This is an optimization exercise on Yosys and OpenROAD, whose aim is a short achievable clock period and few clock cycles, not a production implementation.
Function was not checked in any run shown here: the RTL went through the layout flow alone.
The flow treats the clock pin as an ideal source, which a real chip does not have.
Power and IR drop assume default switching activity.

<file path="design/flow/constraint.sdc">
create_clock -name core_clock -period 11.0 [get_ports {clk_i}]
set_input_delay 2.2000 -clock core_clock [delete_from_list [all_inputs] [get_ports {clk_i}]]
set_output_delay 2.2000 -clock core_clock [all_outputs]
set_load 0.01 [all_outputs]
</file>
<file path="design/flow/design.v">
module Simple_Single_CPU
(
    input         clk_i,
    input         rst_n,
    output [31:0] imem_addr_o,
    input  [31:0] imem_rdata_i,
    output [31:0] dmem_addr_o,
    output [31:0] dmem_wdata_o,
    output        dmem_we_o,
    output        dmem_re_o,
    input  [31:0] dmem_rdata_i
);
    reg  [31:0] pcF;
    reg  [31:0] pcO;      
    reg         fwE;      
    reg         fastE;    
    reg         lateE;    
    reg         rdmE;     
    reg         stE;      
    reg         brE;      
    reg         jalrE;    
    reg         auiE;     
    reg         x1E;      
    reg  [4:0]  rdE;
    reg  [31:0] predPC;
    reg  [4:0]  predS;
    reg  [4:0]  predR;
    reg         predV;
    reg  [31:0] kP;
    reg         kLoad;    
    reg  [31:0] A, B, R2, pcE, tgtE, valE;
    reg         mSum, mOr, mAnd, mVal, slowE, sltE;
    reg         wM, ldM, weM, reM;
    reg         x1M;      
    reg  [4:0]  rdM;
    reg  [31:0] resM, sdM;
    reg  [31:0] resMo;    
    reg  [31:0] baseJ;
    reg         bjBad;
    reg  [31:0] rf [0:31];
    reg  [31:1] rfv;
    reg  [31:1] zf;
    assign imem_addr_o = pcO;
    wire [31:0] I   = imem_rdata_i;
    wire [4:0]  op  = I[6:2];
    wire [4:0]  rd  = I[11:7];
    wire [4:0]  rs1 = I[19:15];
    wire [4:0]  rs2 = I[24:20];
    wire [2:0]  f3  = I[14:12];
    wire dOP   = (op == 5'b01100);
    wire dIMM  = (op == 5'b00100);
    wire dLD   = (op == 5'b00000);
    wire dST   = (op == 5'b01000);
    wire dBR   = (op == 5'b11000);
    wire dJAL  = (op == 5'b11011);
    wire dJALR = (op == 5'b11001);
    wire dAUI  = (op == 5'b00101);
    wire rdnz   = (rd != 5'd0);
    wire dWen   = (dOP | dIMM | dLD | dJAL | dJALR | dAUI) & rdnz;
    wire useRs1 = dOP | dIMM | dLD | dST | dBR | dJALR;
    wire useRs2 = dOP | dST | dBR;
    wire useImm = dIMM | dLD | dST | dJALR;
    wire [31:0] immI = {{20{I[31]}}, I[31:20]};
    wire [31:0] immS = {{20{I[31]}}, I[31:25], I[11:7]};
    wire [31:0] immB = {{20{I[31]}}, I[7], I[30:25], I[11:8], 1'b0};
    wire [31:0] immJ = {{12{I[31]}}, I[19:12], I[20], I[30:21], 1'b0};
    wire arith = dOP | dIMM;
    wire aSub  = arith & (f3 == 3'b000) & I[30];
    wire aSlt  = arith & (f3 == 3'b010);
    wire aOr   = arith & (f3 == 3'b110);
    wire aAnd  = arith & ~(f3 == 3'b000) & ~(f3 == 3'b010) & ~(f3 == 3'b110);
    wire aSlow = aSub | aSlt;
    wire dVal  = dAUI | dJAL | dJALR;
    wire [1023:0] rfflat;
    wire [31:0]   zfe;
    assign rfflat[31:0] = 32'd0;
    assign zfe[0] = 1'b1;
    genvar g;
    generate
        for (g = 1; g < 32; g = g + 1) begin : rfeff
            assign rfflat[32*g +: 32] = rfv[g] ? rf[g] : ((g == 29) ? 32'd128 : 32'd0);
            assign zfe[g] = zf[g];
        end
    endgenerate
    wire [31:0] oh1, oh2, ohz1, ohz2;
    cpu_dec5   u_oh1 (.a(rs1), .y(oh1));
    cpu_dec5   u_oh2 (.a(rs2), .y(oh2));
    cpu_dec5g  u_oz1 (.a(rs1), .y(ohz1));
    cpu_dec5g  u_oz2 (.a(rs2), .y(ohz2));
    wire [31:0] resE;
    wire [31:0] mval;
    cpu_mux2 #(32) u_mval (.s(ldM), .a(dmem_rdata_i), .b(resM), .y(mval));
    wire fE1 = fastE & (rdE == rs1);
    wire fE2 = fastE & (rdE == rs2);
    wire fM1 = wM & (rdM == rs1);
    wire fM2 = wM & (rdM == rs2);
    wire fMl1 = fM1 & ldM, fMr1 = fM1 & ~ldM;
    wire fMl2 = fM2 & ldM, fMr2 = fM2 & ~ldM;
    wire fEb  = fE2 & ~useImm;
    wire fMlb = fMl2 & ~useImm, fMrb = fMr2 & ~useImm;
    wire [31:0] imB = dST ? immS : immI;
    wire [31:0] pA, qA, pR, qR, pB, qB;
    cpu_fwd3 u_fwa (.d0(resE), .s0(fE1), .d1(dmem_rdata_i), .s1(fMl1), .d2(resM), .s2(fMr1), .p(pA), .q(qA));
    cpu_fwd3 u_fwr (.d0(resE), .s0(fE2), .d1(dmem_rdata_i), .s1(fMl2), .d2(resM), .s2(fMr2), .p(pR), .q(qR));
    cpu_fwd4 u_fwb (.d0(resE), .s0(fEb), .d1(dmem_rdata_i), .s1(fMlb), .d2(resM), .s2(fMrb),
                    .d3(imB), .s3(useImm), .p(pB), .q(qB));
    wire [31:0] v10, v11, v20, v21;
    cpu_rdtree u_rt1 (.regs(rfflat), .oh(oh1), .v0(v10), .v1(v11));
    cpu_rdtree u_rt2 (.regs(rfflat), .oh(oh2), .v0(v20), .v1(v21));
    wire [31:0] r1v, r2v, Bn;
    cpu_opfin u_opa (.v0(v10), .v1(v11), .fw(fE1 | fM1), .p(pA), .q(qA), .y(r1v));
    cpu_opfin u_opr (.v0(v20), .v1(v21), .fw(fE2 | fM2), .p(pR), .q(qR), .y(r2v));
    cpu_opfin u_opb (.v0(v20), .v1(v21), .fw(fEb | fMlb | fMrb | useImm), .p(pB), .q(qB), .y(Bn));
    wire lduse = lateE & (((rdE == rs1) & useRs1) | ((rdE == rs2) & useRs2));
    wire [31:0] ohE, ohM;
    cpu_dec5 u_ohe (.a(rdE), .y(ohE));
    cpu_dec5 u_ohm (.a(rdM), .y(ohM));
    wire [31:0] busy = (ohE & {32{fwE}}) | (ohM & {32{wM}});
    wire [31:0] zfk  = zfe & ~busy;
    wire [31:0] nzfk = ~zfe & ~busy;
    wire zk1, zk2, zk1b, zk2b, nk1, nk2;
    cpu_zselg u_zs1 (.oh(ohz1), .z(zfk), .y(zk1));
    cpu_zselg u_zs2 (.oh(ohz2), .z(zfk), .y(zk2));
    cpu_zselg u_zs3 (.oh(ohz1), .z(zfk), .y(zk1b));
    cpu_zselg u_zs4 (.oh(ohz2), .z(zfk), .y(zk2b));
    cpu_zselg u_nz1 (.oh(ohz1), .z(nzfk), .y(nk1));
    cpu_zselg u_nz2 (.oh(ohz2), .z(nzfk), .y(nk2));
    wire off4   = (immB == 32'd4);
    wire sameBR = (rs1 == rs2);
    wire eqP;
    cpu_sumeq u_seq (.a(A), .b(B), .k(kP), .eq(eqP));
    wire lpT = predV & (pcF == predPC) & fastE & mSum & (rdE == predS) & eqP &
               ~(wM & (rdM == predR));
    wire bSame  = sameBR | (dBR & lpT);     
    wire brT    = dBR & ~off4 & (bSame | (zk1 & zk2));                    
    wire brN    = dBR & (off4 | (~sameBR & ((zk1 & nk2) | (nk1 & zk2))));  
    wire [31:0] pc4F;
    wire [18:0] pcH13p, pcH13m, tB0, tB1;
    wire [10:0] pcH21p, pcH21m, tJ0, tJ1;
    wire [19:0] bjHp, bjHm, tR0, tR1;
    cpu_inc4 u_pc4 (.a(pcF), .y(pc4F));
    cpu_incdec #(19) u_h13 (.a(pcF[31:13]), .p(pcH13p), .m(pcH13m));
    cpu_incdec #(11) u_h21 (.a(pcF[31:21]), .p(pcH21p), .m(pcH21m));
    cpu_incdec #(20) u_bjh (.a(baseJ[31:12]), .p(bjHp), .m(bjHm));
    cpu_hipre #(19) u_pb (.sg(I[31]), .h(pcF[31:13]), .hp(pcH13p), .hm(pcH13m), .y0(tB0), .y1(tB1));
    cpu_hipre #(11) u_pj (.sg(I[31]), .h(pcF[31:21]), .hp(pcH21p), .hm(pcH21m), .y0(tJ0), .y1(tJ1));
    cpu_hipre #(20) u_pr (.sg(I[31]), .h(baseJ[31:12]), .hp(bjHp), .hm(bjHm), .y0(tR0), .y1(tR1));
    wire [12:0] tBl; wire cB, cBn;
    wire [20:0] tJl; wire cJ;
    wire [11:0] tRl; wire cR;
    cpu_addg #(13) u_tbl (.a(pcF[12:0]), .b(immB[12:0]), .s(tBl), .co(cB), .con(cBn));
    cpu_addg #(21) u_tjl (.a(pcF[20:0]), .b(immJ[20:0]), .s(tJl), .co(cJ), .con());
    cpu_addg #(12) u_trl (.a(baseJ[11:0]), .b(I[31:20]), .s(tRl), .co(cR), .con());
    wire [18:0] tBh;
    cpu_mux2 #(19) u_tbh (.s(cB), .a(tB1), .b(tB0), .y(tBh));
    wire [31:0] tB = {tBh, tBl};    
    wire [19:0] auiH; wire auiC;
    cpu_add #(20) u_aui (.a(pcF[31:12]), .b(I[31:12]), .s(auiH), .co(auiC));
    wire [31:0] auiF = {auiH, pcF[11:0]};
    wire jalrF = auiE ? (rs1 == rdE) : ((rs1 == 5'd1) & ~x1E & ~bjBad);
    wire jmpF  = dJAL | (dJALR & jalrF);
    wire [31:0] sum; wire sumc;
    cpu_add #(32) u_sum (.a(A), .b(B), .s(sum), .co(sumc));
    cpu_ressel u_res (.a(A), .b(B), .sum(sum), .val(valE),
                      .mSum(mSum), .mOr(mOr), .mAnd(mAnd), .mVal(mVal), .y(resE));
    wire [31:0] dif = A - B;
    wire        slt = (A[31] ^ B[31]) ? A[31] : dif[31];
    wire [31:0] resMn = slowE ? (sltE ? {31'd0, slt} : dif) : resE;
    wire [31:0] resMno;
    cpu_pass #(32) u_rmo (.a(resMn), .y(resMno));
    wire eq;
    cpu_eq u_eq (.a(A), .b(R2), .eq(eq));
    wire mispE  = jalrE | (brE & eq);
    wire [31:0] rtgt = jalrE ? sum : tgtE;
    wire nh  = ~lduse;
    wire dR  = dJALR & jalrF & nh;
    wire dJ  = dJAL & nh;
    wire bZ  = dBR & nh;
    wire bS  = bZ & bSame;                    
    wire j4n = (jmpF | bS) & nh;              
    wire [31:0] p4h;
    cpu_mux2 #(32) u_p4h (.s(lduse), .a(pcF), .b(pc4F), .y(p4h));
    wire [31:0] pcN, pcNo;
    cpu_pcsel u_pcn (
        .sE(mispE), .j4n(j4n), .bZ(bZ), .bS(bS), .zk1(zk1), .zk2(zk2), .zk1b(zk1b), .zk2b(zk2b),
        .cB(cB), .cBn(cBn), .dJ(dJ), .cJ(cJ), .dR(dR), .cR(cR),
        .e(rtgt), .p4(p4h),
        .rl(tRl), .r1(tR1), .r0(tR0), .jl(tJl), .j1(tJ1), .j0(tJ0),
        .bl(tBl), .b1(tB1), .b0(tB0), .y(pcN));
    cpu_pass #(32) u_pco (.a(pcN), .y(pcNo));
    wire vF = ~mispE & ~lduse;    
    wire        x1w  = wM & x1M;
    wire [31:0] x1M1 = x1w ? mval : rfflat[63:32];
    wire [31:0] x1n  = x1E ? valE : x1M1;
    always @(posedge clk_i or negedge rst_n) begin
        if (!rst_n) begin
            pcF   <= 32'd0;
            pcO   <= 32'd0;
            fwE   <= 1'b0; fastE <= 1'b0; lateE <= 1'b0; rdmE <= 1'b0; stE <= 1'b0;
            brE   <= 1'b0; jalrE <= 1'b0; auiE <= 1'b0; x1E <= 1'b0;
            predV <= 1'b0;
            kLoad <= 1'b0;
            bjBad <= 1'b0;
            wM    <= 1'b0; weM <= 1'b0; reM <= 1'b0;
            rfv   <= 31'd0;
            zf    <= ~(31'd1 << 28);    
        end else begin
            pcF   <= pcN;
            pcO   <= pcNo;
            fwE   <= vF & dWen;
            fastE <= vF & dWen & ~dLD & ~aSlow;
            lateE <= vF & dWen & (dLD | aSlow);
            rdmE  <= vF & dLD;
            stE   <= vF & dST;
            brE   <= vF & dBR & ~brT & ~brN;
            kLoad <= vF & dBR & fwE & (rdE == rs1) & (rdE != rs2);
            if (vF & dBR & fwE & (rdE == rs1)) predV <= 1'b0;
            else if (kLoad) predV <= 1'b1;
            jalrE <= vF & dJALR & ~jalrF;
            auiE  <= vF & dAUI & rdnz;
            x1E   <= vF & dWen & (rd == 5'd1);
            bjBad <= x1E & ~mVal;
            wM    <= fwE;
            weM   <= stE;
            reM   <= rdmE;
            if (wM) begin
                rfv[rdM] <= 1'b1;
                zf[rdM]  <= (mval == 32'd0);
            end
        end
    end
    always @(posedge clk_i) begin
        rdE   <= rd;
        A     <= r1v;
        B     <= Bn;
        R2    <= r2v;
        pcE   <= pcF;
        tgtE  <= tB;
        valE  <= dAUI ? auiF : pc4F;
        mVal  <= dVal;
        mOr   <= aOr;
        mAnd  <= aAnd;
        mSum  <= ~dVal & ~aOr & ~aAnd;
        slowE <= aSlow;
        sltE  <= aSlt;
        baseJ <= (vF & dAUI & rdnz) ? auiF : x1n;
        if (vF & dBR & fwE & (rdE == rs1)) begin
            predR  <= rs2;
            predS  <= rs1;
            predPC <= pcF;
        end
        if (kLoad) kP <= R2;
        else if (wM & (rdM == predR)) kP <= mval;
        ldM   <= rdmE;
        x1M   <= x1E;
        rdM   <= rdE;
        resM  <= resMn;
        resMo <= resMno;
        sdM   <= R2;
        if (wM) rf[rdM] <= mval;
    end
    assign dmem_addr_o  = resMo;
    assign dmem_wdata_o = sdM;
    assign dmem_we_o    = weM;
    assign dmem_re_o    = reM;
endmodule
module cpu_add #(parameter W = 32)
(
    input  [W-1:0] a,
    input  [W-1:0] b,
    output [W-1:0] s,
    output         co
);
    localparam L = (W > 16) ? 5 : (W > 8) ? 4 : (W > 4) ? 3 : (W > 2) ? 2 : 1;
    wire [W-1:0] gg [0:L];
    wire [W-1:0] pp [0:L];
    assign gg[0] = a & b;
    assign pp[0] = a ^ b;
    genvar k, i;
    generate
        for (k = 0; k < L; k = k + 1) begin : lvl
            for (i = 0; i < W; i = i + 1) begin : bit_
                if (i >= (1 << k)) begin : comb
                    assign gg[k+1][i] = gg[k][i] | (pp[k][i] & gg[k][i - (1 << k)]);
                    assign pp[k+1][i] = pp[k][i] & pp[k][i - (1 << k)];
                end else begin : pass
                    assign gg[k+1][i] = gg[k][i];
                    assign pp[k+1][i] = pp[k][i];
                end
            end
        end
    endgenerate
    assign s  = pp[0] ^ {gg[L][W-2:0], 1'b0};
    assign co = gg[L][W-1];
endmodule
module cpu_incdec #(parameter W = 20)
(
    input  [W-1:0] a,
    output [W-1:0] p,
    output [W-1:0] m
);
    assign p = a + 1'b1;
    assign m = a - 1'b1;
endmodule
module cpu_inc4
(
    input  [31:0] a,
    output [31:0] y
);
    assign y = a + 32'd4;
endmodule
module cpu_hipre #(parameter W = 20)
(
    input          sg,
    input  [W-1:0] h,
    input  [W-1:0] hp,
    input  [W-1:0] hm,
    output [W-1:0] y0,
    output [W-1:0] y1
);
    assign y0 = sg ? hm : h;
    assign y1 = sg ? h : hp;
endmodule
module cpu_mux2 #(parameter W = 32)
(
    input          s,
    input  [W-1:0] a,
    input  [W-1:0] b,
    output [W-1:0] y
);
    assign y = s ? a : b;
endmodule
module cpu_dec5
(
    input  [4:0]  a,
    output [31:0] y
);
    genvar i;
    generate
        for (i = 0; i < 32; i = i + 1) begin : d
            assign y[i] = (a == i);
        end
    endgenerate
endmodule
module cpu_eq
(
    input  [31:0] a,
    input  [31:0] b,
    output        eq
);
    assign eq = (a == b);
endmodule
module cpu_ressel
(
    input  [31:0] a,
    input  [31:0] b,
    input  [31:0] sum,
    input  [31:0] val,
    input         mSum,
    input         mOr,
    input         mAnd,
    input         mVal,
    output [31:0] y
);
    assign y = ({32{mSum}} & sum) | ({32{mOr}} & (a | b)) |
               ({32{mAnd}} & (a & b)) | ({32{mVal}} & val);
endmodule
module cpu_rdtree
(
    input  [1023:0] regs,
    input  [31:0]   oh,
    output [31:0]   v0,
    output [31:0]   v1
);
    genvar b, j;
    generate
        for (b = 0; b < 32; b = b + 1) begin : bit_
            wire [15:0] t;
            wire [3:0]  u;
            for (j = 0; j < 16; j = j + 1) begin : l1
                g_aoi22 g (.a(oh[2*j]), .b(regs[32*(2*j) + b]), .c(oh[2*j+1]), .d(regs[32*(2*j+1) + b]), .y(t[j]));
            end
            for (j = 0; j < 4; j = j + 1) begin : l2
                g_nand4 g (.a(t[4*j]), .b(t[4*j+1]), .c(t[4*j+2]), .d(t[4*j+3]), .y(u[j]));
            end
            g_nor2  g3a (.a(u[0]), .b(u[1]), .y(v0[b]));
            g_nor2  g3b (.a(u[2]), .b(u[3]), .y(v1[b]));
        end
    endgenerate
endmodule
module cpu_opfin
(
    input  [31:0] v0,
    input  [31:0] v1,
    input         fw,
    input  [31:0] p,
    input  [31:0] q,
    output [31:0] y
);
    genvar b;
    generate
        for (b = 0; b < 32; b = b + 1) begin : bit_
            wire x;
            g_a21o  g4 (.a(v0[b]), .b(v1[b]), .c(fw), .y(x));
            g_nand3 g5 (.a(x), .b(p[b]), .c(q[b]), .y(y[b]));
        end
    endgenerate
endmodule
module cpu_fwd3
(
    input  [31:0] d0,
    input         s0,
    input  [31:0] d1,
    input         s1,
    input  [31:0] d2,
    input         s2,
    output [31:0] p,
    output [31:0] q
);
    genvar b;
    generate
        for (b = 0; b < 32; b = b + 1) begin : bit_
            g_aoi22 g1 (.a(d0[b]), .b(s0), .c(d1[b]), .d(s1), .y(p[b]));
            g_nand2 g2 (.a(d2[b]), .b(s2), .y(q[b]));
        end
    endgenerate
endmodule
module cpu_fwd4
(
    input  [31:0] d0,
    input         s0,
    input  [31:0] d1,
    input         s1,
    input  [31:0] d2,
    input         s2,
    input  [31:0] d3,
    input         s3,
    output [31:0] p,
    output [31:0] q
);
    genvar b;
    generate
        for (b = 0; b < 32; b = b + 1) begin : bit_
            g_aoi22 g1 (.a(d0[b]), .b(s0), .c(d1[b]), .d(s1), .y(p[b]));
            g_aoi22 g2 (.a(d2[b]), .b(s2), .c(d3[b]), .d(s3), .y(q[b]));
        end
    endgenerate
endmodule
module g_aoi22 (input a, input b, input c, input d, output y);
    assign y = ~((a & b) | (c & d));
endmodule
module g_nand4 (input a, input b, input c, input d, output y);
    assign y = ~(a & b & c & d);
endmodule
module g_and2 (input a, input b, output y);
    assign y = a & b;
endmodule
module g_a21o (input a, input b, input c, output y);
    assign y = (a & b) | c;
endmodule
module cpu_addg #(parameter W = 21)
(
    input  [W-1:0] a,
    input  [W-1:0] b,
    output [W-1:0] s,
    output         co,
    output         con
);
    localparam L = (W > 16) ? 5 : (W > 8) ? 4 : (W > 4) ? 3 : (W > 2) ? 2 : 1;
    wire [W-1:0] gg [0:L];
    wire [W-1:0] tt [0:L];
    wire [W-1:0] x;
    genvar k, i;
    generate
        for (i = 0; i < W; i = i + 1) begin : l0
            g_nand2 gn (.a(a[i]), .b(b[i]), .y(gg[0][i]));
            g_nor2  tn (.a(a[i]), .b(b[i]), .y(tt[0][i]));
            g_xor2  xx (.a(a[i]), .b(b[i]), .y(x[i]));
        end
        for (k = 1; k <= L; k = k + 1) begin : lvl
            for (i = 0; i < W; i = i + 1) begin : bit_
                if (i >= (1 << (k - 1))) begin : comb
                    if (k % 2 == 1) begin : odd
                        g_oai21 g (.a(tt[k-1][i]), .b(gg[k-1][i - (1 << (k - 1))]), .c(gg[k-1][i]), .y(gg[k][i]));
                        g_nor2  t (.a(tt[k-1][i]), .b(tt[k-1][i - (1 << (k - 1))]), .y(tt[k][i]));
                    end else begin : even
                        g_aoi21 g (.a(tt[k-1][i]), .b(gg[k-1][i - (1 << (k - 1))]), .c(gg[k-1][i]), .y(gg[k][i]));
                        g_nand2 t (.a(tt[k-1][i]), .b(tt[k-1][i - (1 << (k - 1))]), .y(tt[k][i]));
                    end
                end else begin : pass
                    g_inv g (.a(gg[k-1][i]), .y(gg[k][i]));
                    g_inv t (.a(tt[k-1][i]), .y(tt[k][i]));
                end
            end
        end
        assign s[0] = x[0];
        for (i = 1; i < W; i = i + 1) begin : sm
            if (L % 2 == 1) begin : t_
                g_xor2  g (.a(x[i]), .b(gg[L][i-1]), .y(s[i]));
            end else begin : n_
                g_xnor2 g (.a(x[i]), .b(gg[L][i-1]), .y(s[i]));
            end
        end
        if (L % 2 == 1) begin : cot
            assign co = gg[L][W-1];
            g_inv g (.a(gg[L][W-1]), .y(con));
        end else begin : cof
            g_inv g (.a(gg[L][W-1]), .y(co));
            assign con = gg[L][W-1];
        end
    endgenerate
endmodule
module g_nand2 (input a, input b, output y);
    assign y = ~(a & b);
endmodule
module g_nor2 (input a, input b, output y);
    assign y = ~(a | b);
endmodule
module g_xor2 (input a, input b, output y);
    assign y = a ^ b;
endmodule
module g_xnor2 (input a, input b, output y);
    assign y = ~(a ^ b);
endmodule
module g_inv (input a, output y);
    assign y = ~a;
endmodule
module g_oai21 (input a, input b, input c, output y);
    assign y = ~((a | b) & c);
endmodule
module g_aoi21 (input a, input b, input c, output y);
    assign y = ~((a & b) | c);
endmodule
module cpu_dec5g
(
    input  [4:0]  a,
    output [31:0] y
);
    wire [4:0] an;
    wire [3:0] nl;
    wire [7:0] nh;
    genvar i;
    generate
        for (i = 0; i < 5; i = i + 1) begin : iv
            g_inv g (.a(a[i]), .y(an[i]));
        end
        for (i = 0; i < 4; i = i + 1) begin : lo
            g_nand2 g (.a(((i / 2) % 2) ? a[1] : an[1]), .b((i % 2) ? a[0] : an[0]), .y(nl[i]));
        end
        for (i = 0; i < 8; i = i + 1) begin : hi
            g_nand3 g (.a(((i / 4) % 2) ? a[4] : an[4]), .b(((i / 2) % 2) ? a[3] : an[3]), .c((i % 2) ? a[2] : an[2]), .y(nh[i]));
        end
        for (i = 0; i < 32; i = i + 1) begin : ln
            g_nor2 g (.a(nl[i % 4]), .b(nh[i / 4]), .y(y[i]));
        end
    endgenerate
endmodule
module cpu_zselg
(
    input  [31:0] oh,
    input  [31:0] z,
    output        y
);
    wire [15:0] t;
    wire [3:0]  u;
    wire [1:0]  v;
    genvar j;
    generate
        for (j = 0; j < 16; j = j + 1) begin : l1
            g_aoi22 g (.a(oh[2*j]), .b(z[2*j]), .c(oh[2*j+1]), .d(z[2*j+1]), .y(t[j]));
        end
        for (j = 0; j < 4; j = j + 1) begin : l2
            g_nand4 g (.a(t[4*j]), .b(t[4*j+1]), .c(t[4*j+2]), .d(t[4*j+3]), .y(u[j]));
        end
    endgenerate
    g_nor2  g3a (.a(u[0]), .b(u[1]), .y(v[0]));
    g_nor2  g3b (.a(u[2]), .b(u[3]), .y(v[1]));
    g_nand2 g4  (.a(v[0]), .b(v[1]), .y(y));
endmodule
module cpu_pcsel
(
    input         sE,      
    input         j4n,     
    input         bZ,      
    input         bS,      
    input         zk1,     
    input         zk2,
    input         zk1b,    
    input         zk2b,
    input         cB,
    input         cBn,
    input         dJ,      
    input         cJ,
    input         dR,      
    input         cR,
    input  [31:0] e,
    input  [31:0] p4,
    input  [11:0] rl,
    input  [19:0] r1,
    input  [19:0] r0,
    input  [20:0] jl,
    input  [10:0] j1,
    input  [10:0] j0,
    input  [12:0] bl,
    input  [18:0] b1,
    input  [18:0] b0,
    output [31:0] y
);
    wire nm;
    g_inv gnm (.a(sE), .y(nm));
    genvar g, k;
    generate
        for (g = 0; g < 4; g = g + 1) begin : grp
            wire s4, sJ, sR, nbS, nbZ, nbSc, nbSn, sB, sBc, sBn, sJc, sJn, sRc, sRn;
            wire z1 = (g < 2) ? zk1 : zk1b;
            wire z2 = (g < 2) ? zk2 : zk2b;
            g_a311oi gs4 (.a(bZ), .b(z1), .c(z2), .d(sE), .e(j4n), .y(s4));
            g_and2   gbs (.a(nm), .b(bS), .y(nbS));
            if (g < 2) begin : lob
                g_a41o  gsb (.a(nm), .b(bZ), .c(z1), .d(z2), .e(nbS), .y(sB));
                g_and2  gsr (.a(nm), .b(dR), .y(sR));
            end
            if (g < 3) begin : loj
                g_and2  gsj (.a(nm), .b(dJ), .y(sJ));
            end
            if (g > 0) begin : hib
                g_and2  gbz (.a(nm), .b(bZ), .y(nbZ));
                g_and3  gsc (.a(nm), .b(bS), .c(cB), .y(nbSc));
                g_and3b gsn (.an(cB), .b(nm), .c(bS), .y(nbSn));
                g_a41o  gbc (.a(z1), .b(z2), .c(cB), .d(nbZ), .e(nbSc), .y(sBc));
                g_a41o  gbn (.a(z1), .b(z2), .c(cBn), .d(nbZ), .e(nbSn), .y(sBn));
                g_and3  grc (.a(nm), .b(dR), .c(cR), .y(sRc));
                g_and3b grn (.an(cR), .b(nm), .c(dR), .y(sRn));
            end
            if (g > 1) begin : hij
                g_and3  gjc (.a(nm), .b(dJ), .c(cJ), .y(sJc));
                g_and3b gjn (.an(cJ), .b(nm), .c(dJ), .y(sJn));
            end
            for (k = 0; k < 8; k = k + 1) begin : bit_
                localparam integer i = 8 * g + k;
                wire p, q, r, u;
                g_aoi22 ga (.a(e[i]), .b(sE), .c(p4[i]), .d(s4), .y(p));
                if (i < 12) begin : lo
                    g_aoi22 gb (.a(rl[i]), .b(sR), .c(jl[i]), .d(sJ), .y(q));
                    g_nand2 gc (.a(bl[i]), .b(sB), .y(r));
                    g_nand3 gy (.a(p), .b(q), .c(r), .y(y[i]));
                end else if (i < 13) begin : b12
                    g_aoi22 gb (.a(r1[i-12]), .b(sRc), .c(r0[i-12]), .d(sRn), .y(q));
                    g_aoi22 gc (.a(jl[i]), .b(sJ), .c(bl[i]), .d(sB), .y(r));
                    g_nand3 gy (.a(p), .b(q), .c(r), .y(y[i]));
                end else if (i < 21) begin : mid
                    g_aoi22 gb (.a(r1[i-12]), .b(sRc), .c(r0[i-12]), .d(sRn), .y(q));
                    g_aoi22 gc (.a(b1[i-13]), .b(sBc), .c(b0[i-13]), .d(sBn), .y(r));
                    g_nand2 gd (.a(jl[i]), .b(sJ), .y(u));
                    g_nand4 gy (.a(p), .b(q), .c(r), .d(u), .y(y[i]));
                end else begin : hi
                    g_aoi22 gb (.a(r1[i-12]), .b(sRc), .c(r0[i-12]), .d(sRn), .y(q));
                    g_aoi22 gc (.a(b1[i-13]), .b(sBc), .c(b0[i-13]), .d(sBn), .y(r));
                    g_aoi22 gd (.a(j1[i-21]), .b(sJc), .c(j0[i-21]), .d(sJn), .y(u));
                    g_nand4 gy (.a(p), .b(q), .c(r), .d(u), .y(y[i]));
                end
            end
        end
    endgenerate
endmodule
module g_a311oi (input a, input b, input c, input d, input e, output y);
    assign y = ~((a & b & c) | d | e);
endmodule
module g_a41o (input a, input b, input c, input d, input e, output y);
    assign y = (a & b & c & d) | e;
endmodule
module g_and3 (input a, input b, input c, output y);
    assign y = a & b & c;
endmodule
module g_and3b (input an, input b, input c, output y);
    assign y = ~an & b & c;
endmodule
module g_nand3 (input a, input b, input c, output y);
    assign y = ~(a & b & c);
endmodule
module cpu_sumeq
(
    input  [31:0] a,
    input  [31:0] b,
    input  [31:0] k,
    output        eq
);
    wire [31:0] x, s, g, e;
    wire [7:0]  t;
    wire [3:0]  u;
    wire        en;
    genvar i;
    generate
        for (i = 0; i < 32; i = i + 1) begin : bit_
            wire kn;
            g_xor2  gx (.a(a[i]), .b(b[i]), .y(x[i]));
            g_xor2  gs (.a(x[i]), .b(k[i]), .y(s[i]));           
            g_inv   gk (.a(k[i]), .y(kn));
            g_mux2  gg (.s(x[i]), .a(kn), .b(a[i]), .y(g[i]));   
            if (i == 0) begin : b0
                g_inv  ge (.a(s[i]), .y(e[i]));
            end else begin : bn
                g_xnor2 ge (.a(s[i]), .b(g[i-1]), .y(e[i]));
            end
        end
        for (i = 0; i < 8; i = i + 1) begin : l2
            g_nand4 g (.a(e[4*i]), .b(e[4*i+1]), .c(e[4*i+2]), .d(e[4*i+3]), .y(t[i]));
        end
        for (i = 0; i < 4; i = i + 1) begin : l3
            g_nor2 g (.a(t[2*i]), .b(t[2*i+1]), .y(u[i]));
        end
    endgenerate
    g_nand4 g4 (.a(u[0]), .b(u[1]), .c(u[2]), .d(u[3]), .y(en));
    g_inv   g5 (.a(en), .y(eq));
endmodule
module g_mux2 (input s, input a, input b, output y);
    assign y = s ? a : b;
endmodule
module cpu_pass #(parameter W = 32)
(
    input  [W-1:0] a,
    output [W-1:0] y
);
    assign y = a;
endmodule
module g_a31o (input a, input b, input c, input d, output y);
    assign y = (a & b & c) | d;
endmodule
module g_a31oi (input a, input b, input c, input d, output y);
    assign y = ~((a & b & c) | d);
endmodule
module g_and2b (input an, input b, output y);
    assign y = ~an & b;
endmodule
</file>
<file path="design/flow/config.mk">
export PLATFORM = sky130hd
export DESIGN_NAME = Simple_Single_CPU
export DESIGN_NICKNAME = Simple_Single_CPU
export VERILOG_FILES = /design/flow/design.v
export SDC_FILE = /design/flow/constraint.sdc
export NUM_CORES = 8
export LEC_CHECK = 0
export ABC_CLOCK_PERIOD_IN_PS = 5000
export CAP_MARGIN = 20
export CORE_MARGIN = 2
export CORE_UTILIZATION = 35
export PLACE_DENSITY = 0.5
export SETUP_SLACK_MARGIN = 5
export SLEW_MARGIN = 20
export SYNTH_HIERARCHICAL = 1
</file>
<file path="design/flow/flow/post_cts.tcl">
# Run after CTS's own timing repair.
# 1. Weak gates that drive long nets: a single-strength cell whose net spans more
#    than 50 um (half-perimeter of its pins' cells) becomes the strength-4 (else 2)
#    cell of the same function, so that later extraction finds no slow, long,
#    weakly driven wire that the repair, working from estimates, left alone.
# 2. One more timing repair pass, then legalize.
set block [ord::get_db_block]
set db [ord::get_db]
set thr [expr {50 * [$block getDbUnitsPerMicron]}]
set n 0
foreach net [$block getNets] {
  if {[$net getSigType] ne "SIGNAL"} { continue }
  set drv ""
  set xs {}
  set ys {}
  foreach it [$net getITerms] {
    set b [[$it getInst] getBBox]
    lappend xs [$b xMin]
    lappend ys [$b yMin]
    if {[$it isOutputSignal]} { set drv [$it getInst] }
  }
  if {$drv eq "" || [llength $xs] < 2} { continue }
  set hp [expr {[tcl::mathfunc::max {*}$xs] - [tcl::mathfunc::min {*}$xs] + [tcl::mathfunc::max {*}$ys] - [tcl::mathfunc::min {*}$ys]}]
  if {$hp < $thr} { continue }
  set m [[$drv getMaster] getName]
  if {![regexp {^(sky130_fd_sc_hd__(nand|nor|a2|o2|a3|o3|a4|o4|inv|xor|xnor|and|or|mux)[a-z0-9]*)_[01]$} $m -> base]} { continue }
  foreach s {4 2} {
    set nm [$db findMaster ${base}_$s]
    if {$nm ne ""} {
      $drv swapMaster $nm
      incr n
      break
    }
  }
}
puts "post_cts: upsized $n weak drivers of long nets"
detailed_placement
estimate_parasitics -placement
report_worst_slack -max
repair_timing_helper
detailed_placement
check_placement -verbose
estimate_parasitics -placement
report_worst_slack -max
</file>
<file path="design/flow/standard.sh">
#!/bin/bash
# synth_recipe.tcl (not shown) runs the flow's synth.tcl, then flattens the netlist and writes it again
# the make line also repeats each setting of config.mk as NAME=value (left out here)
make -C /OpenROAD-flow-scripts/flow DESIGN_CONFIG=/design/flow/config.mk WORK_HOME=/design/flow/orfs CLKGATE_MAP_FILE= SYNTH_SCRIPT=/design/flow/synth_recipe.tcl "${@:-finish}"
</file>
<file path="design/flow/flow/run.sh">
#!/bin/bash
# The standard layout (the standard.sh, its synthesis unchanged), with these
# changes to how the layout is optimised:
#  - timing repair aims at a slack well above the 11 ns clock's, so that it keeps
#    shortening the critical paths;
#  - the port buffers are buf_8 cells rather than the resizer's default choice;
#  - an extra timing repair pass after CTS (flow/post_cts.tcl), through ORFS's
#    step hook.
# make's full output goes to standard_make.log; each ORFS step also keeps its own
# log under orfs/logs/.
set -euo pipefail
F=$(pwd)/flow
bash standard.sh SETUP_SLACK_MARGIN=7.6 \
    "BUFFER_PORTS_ARGS=-buffer_cell sky130_fd_sc_hd__buf_8" \
    POST_CTS_TCL=$F/post_cts.tcl \
    finish > standard_make.log 2>&1
</file>
==> summary.md, run 1 <==
| Metric | Value |
|---|---|
| WHS | 0.358 ns |
| Initial Utilization | roughly a third |
| Share of cells above drive strength 1 | 48.1% |
| Largest net degree at the start of global routing | 75 |
| CP Class | register to register |
| Avg Vias per Cell | a little over 6 |
| Die X-Extent | roughly 520 um |
| Final Cycle Share | a little over a third |
| Vias | a little under 80000 |
| Port Buf Inserts | around 160 |
| Final Hold Fails | 0 |
| Cell Area, Synth | between 90000 and 100000 sq um |
| Startpoint types | register |
| Clk Latency, worst-skew pair | roughly 0.94 ns |
| Initial DRC count | 9508 |
| HPWL after DPL | 263 mm |
| Wire length on met1 | about 180 mm |
| Max-cap violations | 0 |
| Final setup viols | 0 |
| Post-synthesis average cell area | approximately 11 sq um |
| Post-route ant nets | 0 |
| Max Used Layer | met5 |
| Sink Count | about 1500 |
| Met3 Routed Length | between 40 and 50 mm |
| Crit path DAT | 4.70 ns |
| WL per Instance | between 30 and 40 um |
| Gr ovfl total | 0 |
| DIE HEIGHT | roughly 520 um |
| Min Tclk post-route | 3.98 ns |
| Drt total wl | approximately 450 mm |
| Clk slew on worst S/H paths | roughly 0.06 ns |
| CTS tree | done |
| Drt first pass iters | 6 |
| Worst EP required | between 10 and 15 ns |
| VDD IR max | 0.150 mV |
| I/O Pins | between 150 and 200 |
| CP endpoint kind | register |
| Fmax | about 250 MHz |
| Row Count | between 150 and 200 |
| Core ar. | about 260000 sq um |
| Clk_skew | ~0.11 ns |
| Area added between synthesis and finish | 36.2% |
| Warnings from Yosys | 12 |
| Worst hold path class | register to register |
| Vias in the first global route | 74500 |
| Metal2 WL | about 190 mm |
| DRC errors left | 0 |
| Die ar. | roughly 270000 sq um |
| Syn Inst Count | ~8000 |
| Final Wtd Congestion | 0.947 |
| Slew HR | between 20% and 30% |
| Leakage | roughly 43 nW |
| RSZ-0062 raised after global routing | yes |
| Status | no timing/DRC/antenna violations |
| First-pass GRT wire length | around 600 mm |
| Largest fanout on the critical path | 6 |
| Power density cells | between 150 and 200 nW/um^2 |
| Total track usage | around 32% |
| Tightest Pin Transition | ~1.2 ns |
| Total negative slack | 0 ns |
| Nets | approximately 9100 |
| Max Slew Vio Count | 0 |
| Initial antenna violation count | just over 40 |
-- layout by cell type, fill, tap and decap left out, types with 130 or more instances in the layout --
cell / instances
and2_1: 979
inv_1: 212
dfxtp_1: 170
buf_4: 385
edfxtp_1: 1066
a22oi_2: 1357
mux2_4: 130
mux2_2: 191
nand4_1: 207
buf_12: 181
nand4_4: 140
buf_8: 175
clkbuf_16: 204
nor2_1: 273
nand2_1: 337
nor2_4: 253
nand3_1: 171
xnor2_1: 143
xor2_1: 194
-- area by class of cell --
type	instances	area [sq um]
fill	23100	137000
multi-input combinational	6025	58200
sequential	1513	42100
timing repair buffer	948	13200
clock buffer	257	5280
tap	3515	4400
clock inverter	84	926
inverter	234	926
antenna	20	50.0
timing repair inverter	6	45.0
-- routing by layer --
layer | vias to the layer above | track usage [%]
li1 | 32300 | -
met1 | 39900 | 42.2
met2 | 4553 | 48.0
met3 | 1302 | 7.74
met4 | 26 | 19.2
met5 | - | 0
-- worst max-delay path, stage by stage, from the launching register on --
cell and delay (ns):
dfxtp_4 0.38, xor2_4 0.17, mux2_4 0.33, xnor2_2 0.18
nand4_1 0.20, nor2_4 0.29, nand4_4 0.18, inv_4 0.12
nand4_4 0.10, or4_4 0.53, nor4_4 0.21, a31oi_4 0.10
o22ai_4 0.23, buf_12 0.16, a311oi_4 0.06, buf_12 0.18
a22oi_2 0.23, nand4_4 0.14
-- registers in the layout (all words and copies together), names as in the netlist, 5 cells and up --
name    count
rdE         5
resMo      32
pcF        32
resM       32
B          32
predS       5
A          32
valE       32
rf        992
R2         32
rdM         5
kP         32
tgtE       32
sdM        32
rfv        31
pcO        32
predR       5
predPC     32
zf         31
baseJ      32
-- worst paths after layout --
kind,from,endpoint,slack (ns),depth (start not counted)
worst min-delay path,stE,weM,0.36,0
worst min register to register,stE,weM,0.36,0
max in group asynchronous,rst_n,rfv[3],8.05,2
worst max-delay path,A[29],pcO[30],7.02,17
min in group asynchronous,rst_n,pcO[30],1.31,1
worst max register to register,A[29],pcO[30],7.02,17
-- power by group --
part	internal (mW)	switching, mW
Sequential	7.02	0.721
Combinational	3.26	5.26
Clock	3.76	2.65
-- metrics by stage --
stage          utilization [%]  instance area, sq um  total power [mW]  instances  setup WS (ns)
2_1_floorplan                -                 93200              11.9       8067           6.66
3_3_place_gp              38.2                100000              14.6      11600           5.14
3_5_place_dp              38.2                100000              14.6      11600           5.13
5_1_grt                   47.8                125000              23.3      12600           6.94
6_report                  47.8                125000              22.7      12600           7.02
==> run 2, diff against run 1 <==
--- a/design/flow/design.v
+++ b/design/flow/design.v
@@ -130,6 +130,8 @@
     wire eqP;
     cpu_sumeq u_seq (.a(A), .b(B), .k(kP), .eq(eqP));
-    wire lpT = predV & (pcF == predPC) & fastE & mSum & (rdE == predS) & eqP &
-               ~(wM & (rdM == predR));
+    wire lpPre = predV & (pcF == predPC) & fastE & mSum & (rdE == predS) &
+                 ~(wM & (rdM == predR));
+    wire lpT;
+    g_and2 u_lpt (.a(lpPre), .b(eqP), .y(lpT));
     wire bSame  = sameBR | (dBR & lpT);     
     wire brT    = dBR & ~off4 & (bSame | (zk1 & zk2));                    
@@ -173,10 +175,7 @@
     wire mispE  = jalrE | (brE & eq);
     wire [31:0] rtgt = jalrE ? sum : tgtE;
-    wire nh  = ~lduse;
-    wire dR  = dJALR & jalrF & nh;
-    wire dJ  = dJAL & nh;
-    wire bZ  = dBR & nh;
-    wire bS  = bZ & bSame;                    
-    wire j4n = (jmpF | bS) & nh;              
+    wire dR, dJ, bZ, bS, j4n;
+    cpu_fsel u_fsel (.dJAL(dJAL), .dJALR(dJALR), .jalrF(jalrF), .dBR(dBR), .sameBR(sameBR),
+                     .lpT(lpT), .lduse(lduse), .dJ(dJ), .dR(dR), .bZ(bZ), .bS(bS), .j4n(j4n));
     wire [31:0] p4h;
     cpu_mux2 #(32) u_p4h (.s(lduse), .a(pcF), .b(pc4F), .y(p4h));
@@ -714,4 +713,25 @@
     g_inv   g5 (.a(en), .y(eq));
 endmodule
+module cpu_fsel
+(
+    input  dJAL,
+    input  dJALR,
+    input  jalrF,
+    input  dBR,
+    input  sameBR,
+    input  lpT,
+    input  lduse,
+    output dJ,
+    output dR,
+    output bZ,
+    output bS,
+    output j4n
+);
+    assign dJ  = dJAL & ~lduse;
+    assign dR  = dJALR & jalrF & ~lduse;
+    assign bZ  = dBR & ~lduse;
+    assign bS  = dBR & (sameBR | lpT) & ~lduse;                     
+    assign j4n = (dJAL | (dJALR & jalrF) | (dBR & (sameBR | lpT))) & ~lduse;
+endmodule
 module g_mux2 (input s, input a, input b, output y);
     assign y = s ? a : b;
==> run 2 against run 1 <==
Net effect:
- still clean on timing, DRC and antenna
- sequential power decreased by 0.9%
- worst hold slack got worse by 0.0092 ns
- final cell count decreased by 1.3%
- combinational power decreased by 5.2%
- critical path depth decreased by 3
- register-to-register slack improved by 0.18 ns
- synthesized area about the same
- power decreased by 3.1%
- via count decreased by 2.7%
- die area about the same
- wire length decreased by 1.7%
- critical path type is now primary input to register
==> summary.md, run 2 <==
| Metric | Value |
|---|---|
| Warnings from Yosys | 12 |
| Number of fill cells | roughly 23000 |
| Final Cycle Share | 35.1% |
| Clk Latency, worst-skew pair | roughly 0.93 ns |
| Worst EP required | 11.67 ns |
| Cell Area, Synth | 91900 sq um |
| Nets | between 8000 and 9000 |
| Drt total wl | 445 mm |
| CTS tree | done |
| WL per Instance | roughly 36 um |
| Min Tclk post-route | between 3 and 4 ns |
| Share of cells above drive strength 1 | 45.5% |
| Gr ovfl total | 0 |
| Port Buf Inserts | around 160 |
| Startpoint types | primary input |
| Cell chain of the critical path | buf_16 -> xnor2_1 -> nand2_1 -> nor4b_2 -> o21ai_2 -> inv_2 -> buf_12 -> nand2b_4 -> clkinvlp_4 -> buf_12 -> and2_4 -> a41o_4 -> a22oi_2 -> nand4_4 |
| Crit path DAT | ~4.5 ns |
| Status | no timing/DRC/antenna violations |
| Most frequent cells in the layout | a22oi_2, edfxtp_1, and2_1, nand2_1, nor2_1 |
| DIE HEIGHT | 516 um |
| Row Count | 188 |
| Initial Utilization | 35.1% |
| First-pass GRT wire length | 593 mm |
| Power density cells | 179 nW/um^2 |
| Max incr delay on CP | between 0.3 and 0.4 ns |
| Post-route ant nets | 0 |
| CP Class | primary input to register |
| FF/Latch Area | roughly 42000 sq um |
| I/O Pins | ~160 |
| VDD IR max | 0.148 mV |
| Post-Layout Cell Count | 12400 |
| Final setup margin | ~7.1 ns |
| Placed Cells | between 10000 and 15000 |
| Leakage | 41.6 nW |
| Delay-heaviest family, CP | simple AND/OR/NAND/NOR gates |
| Place WS | between 5 and 6 ns |
| CP endpoint kind | register |
| DRC errors left | 0 |
| Worst path bufs/invs | 5 |
| Vias | between 70000 and 80000 |
| Largest fanout on the critical path | 11 |
| Footprint of the multi-input gates | about 58000 sq um |
| Post-synthesis average cell area | around 11 sq um |
| Sink Count | approximately 1500 |
| Clk_skew | approximately 0.12 ns |
| Area added between synthesis and finish | 33.3% |
| Initial antenna violation count | 27 |
| Slew HR | 21.0% |
| Drt first pass iters | 6 |
| Fmax | ~260 MHz |
| Tightest Pin Transition | around 1.2 ns |
| Core ar. | around 260000 sq um |
| Vias in the first global route | just over 70000 |
| Largest reg by FF count | rf |
| Commonest non-fill, non-tap cell in the layout | a22oi_2 |
| Die ar. | 267000 sq um |
| HPWL after DPL | roughly 260 mm |
| Avg Vias per Cell | 6.11 |
| Total negative slack | 0 ns |
| Total track usage | 32.0% |
| Largest net degree at the start of global routing | 75 |
| Most used cell, CP | buf_12 |
| Syn Inst Count | between 7000 and 8000 |
| Clk slew on worst S/H paths | approximately 0.060 ns |
| Initial DRC count | around 8600 |
| RSZ-0062 raised after global routing | yes |
| Max Slew Vio Count | 0 |
| Max reg flops | ~990 |
| Die X-Extent | just over 500 um |
| Worst path slowest cell | a41o_4 |
| Final setup viols | 0 |
| Final Hold Fails | 0 |
| Max-cap violations | 0 |
| Final Wtd Congestion | approximately 0.95 |
| Worst hold path class | register to register |
==> run 2: path summary, 6_finish.rpt <==
check	cells past startpoint	to	from	slack, ns
worst max-delay path	14	pcO[24]	imem_rdata_i[20]	7.14
worst min-delay path	0	weM	stE	0.35
worst max register to register	12	pcO[24]	R2[6]	7.20
worst min register to register	0	weM	stE	0.35
max in group asynchronous	2	wM	rst_n	8.07
min in group asynchronous	1	pcF[31]	rst_n	1.36
==> run 2: per-layer routing <==
layer	wire, um	vias to the layer above	GRT usage [%]	part of all wire, %
met4	29800	10	18.0	6.7
li1	-	31900	-	-
met1	179000	39000	41.5	40
met2	192000	4098	47.9	43
met5	621	-	0.775	0.14
met3	43600	982	8.60	9.8
==> run 2: where the power goes <==
part           leakage, nW  internal (mW)  switching, mW
logic                 24.7           3.09           4.98
registers             14.1           6.97          0.696
clock network         2.92           3.58           2.62
total                 41.6           13.6           8.30
==> run 2: cell type report <==
type / instances / area share (%)
inverter: 234 / 0.772
clock buffer: 233 / 4.13
multi-input combinational: 6025 / 47.1
sequential: 1513 / 34.2
antenna: 34 / 0.0695
timing repair buffer: 776 / 9.33
clock inverter: 103 / 0.751
timing repair inverter: 1 / 0.00613
tap: 3515 / 3.59
==> run 2: stage by stage <==
stage	power, mW	utilization [%]	hold slack (ns)	instance area [sq um]
after floorplan	11.7	-	0.331	93400
after global placement	14.3	38.2	0.337	100000
after detailed placement	14.4	38.2	0.336	100000
after global routing	22.6	46.7	0.350	122000
final	21.9	46.8	0.348	122000
==> run 3, diff against run 2 <==
--- a/design/flow/config.mk
+++ b/design/flow/config.mk
@@ -9,6 +9,6 @@
 export CAP_MARGIN = 20
 export CORE_MARGIN = 2
-export CORE_UTILIZATION = 35
-export PLACE_DENSITY = 0.5
+export CORE_UTILIZATION = 28
+export PLACE_DENSITY = 0.45
 export SETUP_SLACK_MARGIN = 5
 export SLEW_MARGIN = 20
==> run 3 against run 2 <==
Net effect:
- still clean
- fmax is 1.5% lower
- worst setup slack worse by 0.058 ns
- first-iteration DRC count rose by 8.9%
- via count grew 1.3%
- wire length grew 7.1%
- utilization shrank 9.0 points
- final cell count up 7.0%
- die area rose by 25%
- non-clock buffer count grew 23
- synthesized area is the same
- critical endpoint is now pcF[27]
==> summary.md, run 3 <==
| Metric | Value |
|---|---|
| Place WS | approximately 5.3 ns |
| Max Slew Vio Count | 0 |
| Fmax | approximately 260 MHz |
| Status | no timing/DRC/antenna violations |
| Power density cells | roughly 180 nW/um^2 |
| Die ar. | 333000 sq um |
| Cell Area, Synth | 91900 sq um |
| Reg-to-reg setup timing slack | roughly 7.2 ns |
| HPWL after DPL | around 270 mm |
| Clk Latency, worst-skew pair | around 0.96 ns |
| Post-synthesis average cell area | between 10 and 15 sq um |
| Drt total wl | 477 mm |
| Sink Count | ~1500 |
| Hold Path Origin | stE |
| Syn Inst Count | about 8000 |
| VDD IR max | approximately 0.16 mV |
| Startpoint types | primary input |
| DIE HEIGHT | around 580 um |
| Post-route ant nets | 0 |
| Vias | between 70000 and 80000 |
| Clk slew on worst S/H paths | roughly 0.06 ns |
| Max reg flops | approximately 990 |
| Commonest non-fill, non-tap cell in the layout | a22oi_2 |
| Initial Utilization | between 20 and 30% |
| Most frequent cells in the layout | a22oi_2, edfxtp_1, and2_1, nand2_1, buf_4 |
| CTS tree | done |
| Warnings from Yosys | 12 |
| RSZ-0062 raised after global routing | yes |
| Drt first pass iters | 8 |
| Tightest Pin Transition | 1.17 ns |
| Reg2reg start | R2[6] |
| Avg Vias per Cell | roughly 5.8 |
| WHS | about 0.37 ns |
| CP Class | primary input to register |
| Die X-Extent | 577 um |
| Min Tclk post-route | 3.91 ns |
| Slew HR | 21.7% |
| Initial DRC count | roughly 9400 |
| Gr ovfl total | 0 |
| Final core occ | a little under two fifths |
| Crit path DAT | approximately 4.6 ns |
| DRC errors left | 0 |
| I/O Pins | between 150 and 200 |
| Leakage | ~42 nW |
| Final setup margin | 7.09 ns |
| WL per Instance | around 36 um |
| Max-cap violations | 0 |
| Final Wtd Congestion | roughly 0.95 |
| Row Count | 210 |
| Nets | slightly below 9000 |
| Largest net degree at the start of global routing | 76 |
| Final Cycle Share | 35.6% |
| Port Buf Inserts | approximately 160 |
| First-pass GRT wire length | just over 600 mm |
| Clk_skew | between 0.1 and 0.15 ns |
| Total negative slack | 0 ns |
| Total track usage | roughly 27% |
| Largest fanout on the critical path | 8 |
| Final setup viols | 0 |
| Worst hold path class | register to register |
| CP endpoint kind | register |
| Final Hold Fails | 0 |
| Hold Crit Endpoint | weM |
| Vias in the first global route | between 70000 and 80000 |
| Largest reg by FF count | rf |
| WHS Path Cells | 0 |
| FF-to-FF path depth | 12 |
| Share of cells above drive strength 1 | between 40% and 50% |
| Core ar. | around 330000 sq um |
| Area added between synthesis and finish | 34.5% |
| Crit Reg-Reg Endpoint | pcF[27] |
| Worst EP required | approximately 12 ns |
| Initial antenna violation count | 65 |
## run 3: per-stage QoR
step / cells / power, mW / cell area (sq um)
detailed placement: 12500 / 14.5 / 101000
finish: 13300 / 22.3 / 124000
global route: 13300 / 22.9 / 123000
global placement: 12500 / 14.4 / 101000
floorplan: 8063 / 11.7 / 93400
## run 3: cell type report
type                    count  area, sq um
inverters                 234          928
clock inverters            73          709
flip-flops and latches   1513        42000
multi-input cells        6036        57500
diodes                     34         85.1
fillers                 31300       203000
well taps                4346         5440
repair buffers            799        11600
clock buffers             270         5310
repair inverters            1         7.51
## run 3: per-layer routing
metal | global-route usage (%) | up-vias | wire length, um
met5 | 0 | - | 567
met4 | 17.4 | 22 | 35400
met3 | 6.47 | 1160 | 41500
met2 | 40.7 | 4236 | 205000
met1 | 34.8 | 39500 | 195000
li1 | - | 32000 | -
## run 3: worst max path at each step
stage | from | end | slack [ns] | cells after the start
final | imem_rdata_i[18] | pcF[27] | 7.09 | 14
after global routing | imem_rdata_i[18] | pcF[20] | 7.02 | 14
after detailed placement | imem_rdata_i[19] | pcO[13] | 5.30 | 13
after global placement | imem_rdata_i[19] | pcF[30] | 5.32 | 12
after floorplan | imem_rdata_i[3] | pcO[16] | 6.55 | 13
## run 3: power by group
group	internal [mW]	switching, mW
clock	3.61	2.65
combinational	3.16	5.17
sequential	6.97	0.744
total	13.7	8.57
## run 3: critical path: stages
cell        delay, ns
buf_16           0.12
xor2_2           0.17
nor3_2           0.27
nor4b_4          0.28
o21ai_2          0.12
inv_2            0.09
buf_12           0.11
nand2b_4         0.14
clkinvlp_4       0.10
buf_12           0.15
and2_4           0.14
a41o_4           0.33
a22oi_2          0.23
nand4_4          0.14
==> run 4, diff against run 3 <==
--- a/design/flow/design.v
+++ b/design/flow/design.v
@@ -13,4 +13,5 @@
     reg  [31:0] pcF;
     reg  [31:0] pcO;      
+    reg  [31:0] pcC;      
     reg         fwE;      
     reg         fastE;    
@@ -130,5 +131,5 @@
     wire eqP;
     cpu_sumeq u_seq (.a(A), .b(B), .k(kP), .eq(eqP));
-    wire lpPre = predV & (pcF == predPC) & fastE & mSum & (rdE == predS) &
+    wire lpPre = predV & (pcC == predPC) & fastE & mSum & (rdE == predS) &
                  ~(wM & (rdM == predR));
     wire lpT;
@@ -188,4 +189,6 @@
         .bl(tBl), .b1(tB1), .b0(tB0), .y(pcN));
     cpu_pass #(32) u_pco (.a(pcN), .y(pcNo));
+    wire [31:0] pcNc;
+    cpu_pass #(32) u_pcc (.a(pcN), .y(pcNc));
     wire vF = ~mispE & ~lduse;    
     wire        x1w  = wM & x1M;
@@ -196,4 +199,5 @@
             pcF   <= 32'd0;
             pcO   <= 32'd0;
+            pcC   <= 32'd0;
             fwE   <= 1'b0; fastE <= 1'b0; lateE <= 1'b0; rdmE <= 1'b0; stE <= 1'b0;
             brE   <= 1'b0; jalrE <= 1'b0; auiE <= 1'b0; x1E <= 1'b0;
@@ -207,4 +211,5 @@
             pcF   <= pcN;
             pcO   <= pcNo;
+            pcC   <= pcNc;
             fwE   <= vF & dWen;
             fastE <= vF & dWen & ~dLD & ~aSlow;
@@ -247,5 +252,5 @@
             predR  <= rs2;
             predS  <= rs1;
-            predPC <= pcF;
+            predPC <= pcC;
         end
         if (kLoad) kP <= R2;
--- a/design/flow/config.mk
+++ b/design/flow/config.mk
@@ -9,6 +9,6 @@
 export CAP_MARGIN = 20
 export CORE_MARGIN = 2
-export CORE_UTILIZATION = 28
-export PLACE_DENSITY = 0.45
+export CORE_UTILIZATION = 35
+export PLACE_DENSITY = 0.5
 export SETUP_SLACK_MARGIN = 5
 export SLEW_MARGIN = 20
==> run 4 against run 3 <==
Net effect:
- via count decreased by 0.93%
- sequential share of layout area increased by 0.38 points
- final area increased by 0.76%
- non-clock buffer count increased by 58
- synthesized area increased by 1.2%
- worst setup slack improved by 0.024 ns
- sequential power increased by 4.0%
- synthesized cell count increased by 0.84%
- fmax increased by 0.61%
==> summary.md, run 4 <==
| Metric | Value |
|---|---|
| Met3 Routed Length | slightly above 40 mm |
| Most frequent cells in the layout | a22oi_2, edfxtp_1, and2_1, nand2_1, buf_4 |
| Status | no timing/DRC/antenna violations |
| Post-route ant nets | 0 |
| Fmax | around 260 MHz |
| Post-synthesis average cell area | around 12 sq um |
| Tightest Pin Transition | approximately 1.2 ns |
| Largest net degree at the start of global routing | 75 |
| Footprint of the multi-input gates | 58000 sq um |
| Crit Reg-Reg Endpoint | pcO[31] |
| FF-to-FF path depth | 16 |
| Crit path DAT | about 4.7 ns |
| Vias | about 76000 |
| Max Used Layer | met5 |
| Die ar. | approximately 270000 sq um |
| Total negative slack | 0 ns |
| Initial antenna violation count | between 40 and 50 |
| Warnings from Yosys | 12 |
| Hold Path Origin | stE |
| CP endpoint kind | register |
| Row Count | 189 |
| Max Slew Vio Count | 0 |
| WHS Path Cells | 0 |
| Cell Area, Synth | between 90000 and 100000 sq um |
| Vias in the first global route | approximately 74000 |
| Largest fanout on the critical path | 7 |
| Nets | roughly 9000 |
| Initial DRC count | approximately 7900 |
| Final Cycle Share | ~35% |
| Metal2 WL | approximately 190 mm |
| RSZ-0062 raised after global routing | yes |
| Worst EP required | approximately 12 ns |
| VDD IR max | 0.167 mV |
| Worst hold path class | register to register |
| HPWL after DPL | between 200 and 300 mm |
| Post-Layout Cell Count | ~13000 |
| Sink Count | 1545 |
| DIE HEIGHT | between 500 and 600 um |
| Startpoint types | primary input |
| Wire length on met1 | 177 mm |
| Commonest non-fill, non-tap cell in the layout | a22oi_2 |
| Hold Crit Endpoint | weM |
| Reg2reg start | A[31] |
| Avg Vias per Cell | just over 6 |
| FF/Latch Area | around 43000 sq um |
| Largest reg by FF count | rf |
| Max-cap violations | 0 |
| CP Class | primary input to register |
| I/O Pins | 164 |
| Die X-Extent | 519 um |
| Initial Utilization | 35.1% |
| DRC errors left | 0 |
| Leakage | 42.6 nW |
| Reg-to-reg setup timing slack | just over 7 ns |
| WL per Instance | 34.8 um |
| Syn Inst Count | ~8100 |
| Max reg flops | roughly 990 |
| Core ar. | around 260000 sq um |
| Power density cells | 179 nW/um^2 |
| Total track usage | 31.1% |
| Min Tclk post-route | ~3.9 ns |
| Final Wtd Congestion | between 0.9 and 1 |
| Number of fill cells | about 24000 |
| Port Buf Inserts | 161 |
| Final Hold Fails | 0 |
| Gr ovfl total | 0 |
| Clk slew on worst S/H paths | 0.06 ns |
| Placed Cells | roughly 12000 |
| Clk Latency, worst-skew pair | between 0.9 and 1 ns |
| Drt total wl | 437 mm |
| Area added between synthesis and finish | 33.9% |
| Drt first pass iters | 6 |
| Share of cells above drive strength 1 | around 47% |
| Clk_skew | between 0.1 and 0.15 ns |
| Final setup viols | 0 |
| Slew HR | 19.4% |
| CTS tree | done |
| First-pass GRT wire length | around 590 mm |
==> run 4: critical path: stages <==
cell        delay [ns]
buf_16            0.12
xor2_2            0.15
nor3_2            0.26
nor4b_4           0.24
o21ai_2           0.10
inv_2             0.09
buf_12            0.11
nand2b_4          0.14
clkinvlp_4        0.19
buf_6             0.18
a311oi_4          0.31
buf_12            0.17
buf_12            0.10
a22oi_2           0.04
nand4_1           0.14
buf_6             0.13
==> run 4: area by class of cell <==
type                            count  area share (%)
Multi-Input combinational cell   6016            46.6
Sequential cell                  1545            34.3
Timing Repair Buffer              857            9.77
Clock buffer                      243            4.09
Tap cell                         3533            3.55
Clock inverter                    102           0.831
Inverter                          234           0.742
Antenna cell                       28          0.0563
Timing Repair inverter              1         0.00603
==> run 4: per-layer routing <==
metal,vias to the layer above,global-route usage (%)
met1,39100,40.5
met4,16,18.0
met2,3830,46.8
li1,32200,-
met5,-,0.404
met3,1081,7.57
==> run 4: how the worst max path moves through the flow <==
stage	startpoint	endpoint	slack, ns	cells after the start
final	imem_rdata_i[17]	pcC[13]	7.11	16
after global routing	imem_rdata_i[17]	pcC[13]	7.01	16
after detailed placement	imem_rdata_i[19]	pcC[0]	5.12	12
after global placement	imem_rdata_i[19]	pcC[0]	5.10	12
after floorplan	imem_rdata_i[3]	pcC[16]	6.52	13
==> run 4: report_power, final <==
part / total, mW / internal (mW) / switching [mW]
sequential: 8.03 / 7.15 / 0.882
clock: 6.37 / 3.67 / 2.69
combinational: 7.88 / 3.10 / 4.78
total: 22.3 / 13.9 / 8.35
==> run 4: per-stage QoR <==
stage	instance area (sq um)	setup WS (ns)	power (mW)	hold WS, ns	utilization [%]
detailed placement	101000	5.12	14.6	0.347	38.2
global placement	101000	5.10	14.6	0.348	38.2
floorplan	94600	6.52	12.0	0.331	-
global route	124000	7.01	22.9	0.360	47.0
finish	124000	7.11	22.3	0.361	47.0

==> static timing again, ports no longer ideal <==
No port has a modelled driver above. Below, the same layouts with a new extraction and two added sets of constraints.
Step 1: set_driving_cell puts a clkbuf_16 on clk_i and a buf_2 on each other input, an assumption about the parent block.
Step 2 moves the port delays by t, midway between the first and last clock arrival at a register: inputs arrive t later, outputs are due t later. That takes back most of the time a late clock gives input paths.
Slacks: no drivers / after step 1 / after step 2; pairs: no drivers / after step 1.
run	t (ns)	setup slack, ns	clock arrival spread, ns
run 1	0.973	7.017 / 6.934 / 5.961	0.115 / 0.116
run 2	0.966	7.144 / 7.057 / 6.091	0.120 / 0.120
run 3	0.996	7.086 / 6.918 / 5.923	0.129 / 0.129
run 4	0.980	7.110 / 7.023 / 6.043	0.109 / 0.109
After both steps setup and hold are still met in every run listed. For run 3, which loses most, drivers alone change the setup slack by -0.168 ns; drivers and shift together by -1.163 ns.
